This design comes from an exercise in tuning for small area on the open sky130 flow, not from production work. No functional check of the RTL was part of any run shown here. Power is estimated from default activity; no workload was simulated.

==> flow/design.v, too long to show whole: its modules and the start of the top module <==
// module filter_fir: 3625 lines
// module fir_fa: 4 lines
// module fir_ha: 4 lines
// module fir_nand2: 3 lines
// module fir_nor2: 3 lines
module filter_fir(input clk, input rst, input signed [15:0] din, output signed [15:0] dout);
  // ...
==> flow/flow/run.sh <==
#!/bin/bash
# The standard layout (standard.sh) with the clock tree built without dummy load cells
# and the port buffers made of the smallest buffer cell.
set -euo pipefail
CTS="-sink_clustering_enable -repair_clock_nets -dont_use_dummy_load -sink_clustering_size 18 -sink_clustering_max_diameter 55 -buf_list {sky130_fd_sc_hd__clkbuf_4 sky130_fd_sc_hd__clkbuf_8}"
bash standard.sh "CTS_ARGS=$CTS" "BUFFER_PORTS_ARGS=-buffer_cell sky130_fd_sc_hd__buf_1" finish > standard_flow.log 2>&1
==> flow/standard.sh <==
#!/bin/bash
# synth_recipe.tcl (not shown) runs the flow's synth.tcl, then flattens the netlist and writes it again
# the make line also repeats each setting of config.mk as NAME=value (left out here)
make -C /OpenROAD-flow-scripts/flow DESIGN_CONFIG=/design/flow/config.mk WORK_HOME=/design/flow/orfs CLKGATE_MAP_FILE= SYNTH_SCRIPT=/design/flow/synth_recipe.tcl "${@:-finish}"
==> flow/config.mk <==
export PLATFORM = sky130hd
export DESIGN_NAME = filter_fir
export DESIGN_NICKNAME = filter_fir
export VERILOG_FILES = /design/flow/design.v
export SDC_FILE = /design/flow/constraint.sdc
export NUM_CORES = 8
export LEC_CHECK = 0
export CAP_MARGIN = 20
export CORE_MARGIN = 2
export CORE_UTILIZATION = 40
export SLEW_MARGIN = 20
export SYNTH_HIERARCHICAL = 1
==> flow/constraint.sdc <==
create_clock -name core_clock -period 6.5 [get_ports {clk}]
set_input_delay 1.3000 -clock core_clock [delete_from_list [all_inputs] [get_ports {clk}]]
set_output_delay 1.3000 -clock core_clock [all_outputs]
set_load 0.01 [all_outputs]
==> results.json, run 1 <==
{
  "rsz0062_at_grt": "false",
  "min_path_type": "flip-flop to flip-flop",
  "seq_share_pct": 51.6,
  "slowest_delay_ps": 780,
  "nFlopsAndLatches": 1263,
  "fmax_ghz": 0.161,
  "p_int_mw": 13.8,
  "p_seq_share_pct": 39.0,
  "slowest_stage": "dfxtp_1",
  "cts_tree": "done",
  "multi_input_area_share_pct": 39.1,
  "status": "no timing/DRC/antenna violations",
  "layout_commonest_cell": "dfxtp_1",
  "power_mw": 21.2,
  "crit_start": "w0[7]",
  "top_area_cell_class": "sequential cells",
  "ys_warn_count": 7,
  "fillers": 9873,
  "pwr_density_cell_nw_per_um2": 433,
  "wl_met2_um": 50800,
  "reg2reg_slack_ps": 310,
  "synth_common_cells": "dfxtp_1 (1263), fa_1 (806), inv_1 (226)",
  "fp-row-count": 123,
  "diodes": 4,
  "placed_area_um2": 47600,
  "inverters": 226,
  "synthDistinctLibCells": 40
}
==> run 2: changes to the inputs <==
==> flow/flow/run.sh (replaced) <==
#!/bin/bash
# The standard layout (standard.sh) with the clock tree built without dummy load cells
# and the port buffers made of the smallest buffer cell.
set -euo pipefail
CTS="-sink_clustering_enable -repair_clock_nets -dont_use_dummy_load -sink_clustering_size 20 -sink_clustering_max_diameter 60 -buf_list {sky130_fd_sc_hd__clkbuf_2 sky130_fd_sc_hd__clkbuf_4 sky130_fd_sc_hd__clkbuf_8}"
bash standard.sh "CTS_ARGS=$CTS" "BUFFER_PORTS_ARGS=-buffer_cell sky130_fd_sc_hd__buf_1" finish > standard_flow.log 2>&1
==> results.json, run 2 <==
{
  "ctsHoldBuffers": 0,
  "cp.required_ps": 7110,
  "ir_drop_uv": 342,
  "drtPass1Iterations": 5,
  "netlist_top_cells_area": "dfxtp_1 (56%), fa_1 (36%), ha_1 (3.3%)",
  "post_drt_wl_per_cell_um": 22.3,
  "ys_warn_count": 7,
  "path_cells": "buf_4 -> fa_1 -> fa_1 -> fa_1 -> inv_1 -> fa_1 -> fa_1 -> ha_1 -> fa_1 -> fa_1 -> fa_1 -> fa_1 -> fa_1 -> fa_1 -> nand2_1",
  "p_sw_share_pct": 35.3,
  "clkPwrFrac_pct": 17.3,
  "synth_common_cells": "dfxtp_1 (1263), fa_1 (806), inv_1 (226)",
  "crit_family": "adder cells",
  "synth-seq-cells": 1263,
  "cp_max_fo": 7,
  "rsz0062_at_grt": "false",
  "synth.top_cell.area_share_pct": 55.8,
  "min_path_type": "flip-flop to flip-flop",
  "skew_ps": 124,
  "ys_seq_area_share_pct": 55.8,
  "pwr_density_cell_nw_per_um2": 432,
  "post_cts_buffers": 0,
  "grtUsageTotal_pct": 18.1,
  "die_h_um": 341,
  "p_int_mw": 13.7,
  "fp.dieW_um": 341,
  "drt-total-wl_um": 98600,
  "worst-path-buf-inv": 2,
  "register_area_um2": 25300,
  "reg.largest.list": "s1 x31, s2 x28, s3 x25",
  "gp_congestion": 0.884,
  "cts.sinks": 1263,
  "port_buffers": 33,
  "drtIter0Drc": 995,
  "ios": 34,
  "layout_commonest_cell": "dfxtp_1",
  "dp_cells": 4318,
  "fillers": 9910,
  "fmax_ghz": 0.161,
  "syn_area_per_cell_um2": 16.5,
  "synth.largest_area_cell": "dfxtp_1",
  "p_seq_share_pct": 39.2,
  "largest_reg_flops": 31,
  "final_max_slew_viol_count": 0,
  "nNetsFinal": 3858,
  "synth_nets": 3698,
  "avgViaCountPerCell": 4.43,
  "syn_inst": 2756,
  "cpMostUsedCell": "fa_1",
  "slowest_delay_ps": 770,
  "tightest_slew_ps": 1060,
  "critPathKind": "flip-flop to flip-flop",
  "cts_buffers": 96,
  "drc": 0,
  "syn_area_um2": 45300,
  "setup_viol": 0,
  "regMostFlops": "s1",
  "cts_resized": 0,
  "path_clk_slew_ps": 110,
  "critical_path_arrival_ps": 6840,
  "async_flop_share_pct": 0,
  "cts_tree": "done",
  "grt_overflow_total": 0,
  "cts_buffer_depth": 3,
  "detailedPlacementHpwl_um": 79900,
  "synthDistinctLibCells": 40,
  "finalHoldViolCount": 0,
  "core_area_um2": 112000,
  "start_util_pct": 40.3,
  "via_count": 19600,
  "fp.dieArea_um2": 116000,
  "slowest_stage": "dfxtp_1",
  "endpoint_kind": "flip-flop",
  "fp-row-count": 123,
  "fin_tns_setup_ps": 0,
  "pwr-share-comb_pct": 43.5,
  "synth_edf_count": 0,
  "p_sw_mw": 7.45,
  "post-route-min-period_ps": 6230,
  "power.leakage_nw": 19.1,
  "grt_antenna_before_repair": 3,
  "cp-start-kind": "flip-flop",
  "maxCapViolCount": 0,
  "grt_max_degree": 39,
  "grt_pass1_vias": 23700,
  "multi_input_area_um2": 19200,
  "finalNonFillerCells": 4417,
  "insertion_delay_ps": 800,
  "drive_gt1_share_pct": 4.80,
  "grt_pass1_wl_um": 152000,
  "synth_ff_type": "dfxtp_1",
  "fin_crit_sh_pct": 95.8,
  "status": "no timing/DRC/antenna violations",
  "slew_headroom_pct": 29.2,
  "htree_num_levels": 3,
  "cts_root_buf": "clkbuf_8",
  "antenna_left": 0,
  "synthMostInstantiatedCell": "dfxtp_1",
  "final_cell_mix": "dfxtp_1 (1263), fa_1 (806), inv_1 (224)",
  "area_delta_synth_final_pct": 7.89
}
-- run 2: changes by cell type in the layout (fill, tap and decap cells not counted), sizes merged --
cell	before	now
clkbuf	103	96
diode	4	3
-- run 2: kinds of logic (layout without fill, tap and decap cells) --
kind of cell / Yosys count / count (layout) / share of synthesized area [%]
XOR/XNOR: 11 / 11 / 0.212
other: 0 / 3 / 0
flip-flops: 1263 / 1263 / 55.8
multiplexers: 1 / 1 / 0.0221
AND/OR/NAND/NOR: 277 / 277 / 2.49
buffers and inverters: 233 / 391 / 1.95
adder cells (fa/ha/maj): 926 / 926 / 38.9
AO/OA/AOI/OAI: 45 / 45 / 0.673
-- run 2: worst register-to-register path, delay by kind of cell (launching register included) --
kind,cells,cell delay (ps)
fa+ha+maj,12,4880
flops,1,770
buf+inv,2,340
simple gates,1,50
-- run 2: area by class of cell --
cell class              count  area share, %
diodes                      3         0.0153
multi-input cells        1260           39.2
flip-flops and latches   1263           51.7
clock buffers              96           2.70
inverters                 226           1.73
repair buffers             69          0.806
well taps                1500           3.84
-- run 2: worst paths after layout --
path         slack [ps]   from  depth (start not counted)      to
max reg2reg         270  w0[7]                         15  s3[17]
min                 220  w1[4]                          0   w2[4]
min reg2reg         220  w1[4]                          0   w2[4]
max                 270  w0[7]                         15  s3[17]
-- run 2: power by group through the flow --
stage               Sequential [mW]  Clock, mW  Combinational, mW
global route                   8.32       4.07               10.7
global placement               8.46          0               9.15
CTS                            8.28       3.79               9.44
floorplan                      8.38          0               6.62
detailed placement             8.46          0               9.34
finish                         8.28       3.65               9.20
-- run 2: through the flow --
step	hold WS, ps	setup WS (ps)	total power [mW]	util, %	area (um2)
after detailed placement	312	278	17.8	42.3	47600
final	218	275	21.1	43.5	48900
after global routing	226	117	23.1	43.5	48900
after CTS	205	263	21.5	43.5	48900
after global placement	310	348	17.6	42.3	47600
after floorplan	310	437	15.0	-	45300
-- run 2: per-layer routing --
| metal | share of wire (%) | vias to the layer above | global-route usage, % |
|---|---|---|---|
| li1 | - | 8641 | - |
| met1 | 43 | 10500 | 23.4 |
| met2 | 51 | 311 | 31.8 |
| met3 | 3.2 | 151 | 2.74 |
| met4 | 2.8 | 0 | 4.92 |
| met5 | 0 | - | 0 |
-- run 2: Yosys stat by module, one instance, submodules excluded, a selection --
module / area [um2] / times used
filter_fir: 27100 / 1
fir_fa: 20.0 / 806
fir_ha: 12.5 / 105

## static timing again, ports no longer ideal
How much do the figures lean on ideal ports? The routed layouts below were timed once more, with nothing changed but the port constraints.
Step 1 assumes that a clkbuf_16 drives the clock port and a buf_2 every other input.
Step 2 adds t to the input delays and takes it off the output delays; t is the mean of the earliest and latest rising clock arrival at the registers after step 1. Input paths then give back, and output paths get back, about the clock's delay inside the block.
a / b / c = no drivers / after step 1 / after step 2; a / b = the first two.
run | t (ns) | slack for setup (ns) | pins driven straight from the clock port
run 1 | 0.808 | 0.306 / 0.306 / 0.306 | 1
run 2 | 0.803 | 0.275 / 0.275 / 0.275 | 1
After both steps every run listed still meets setup and hold.
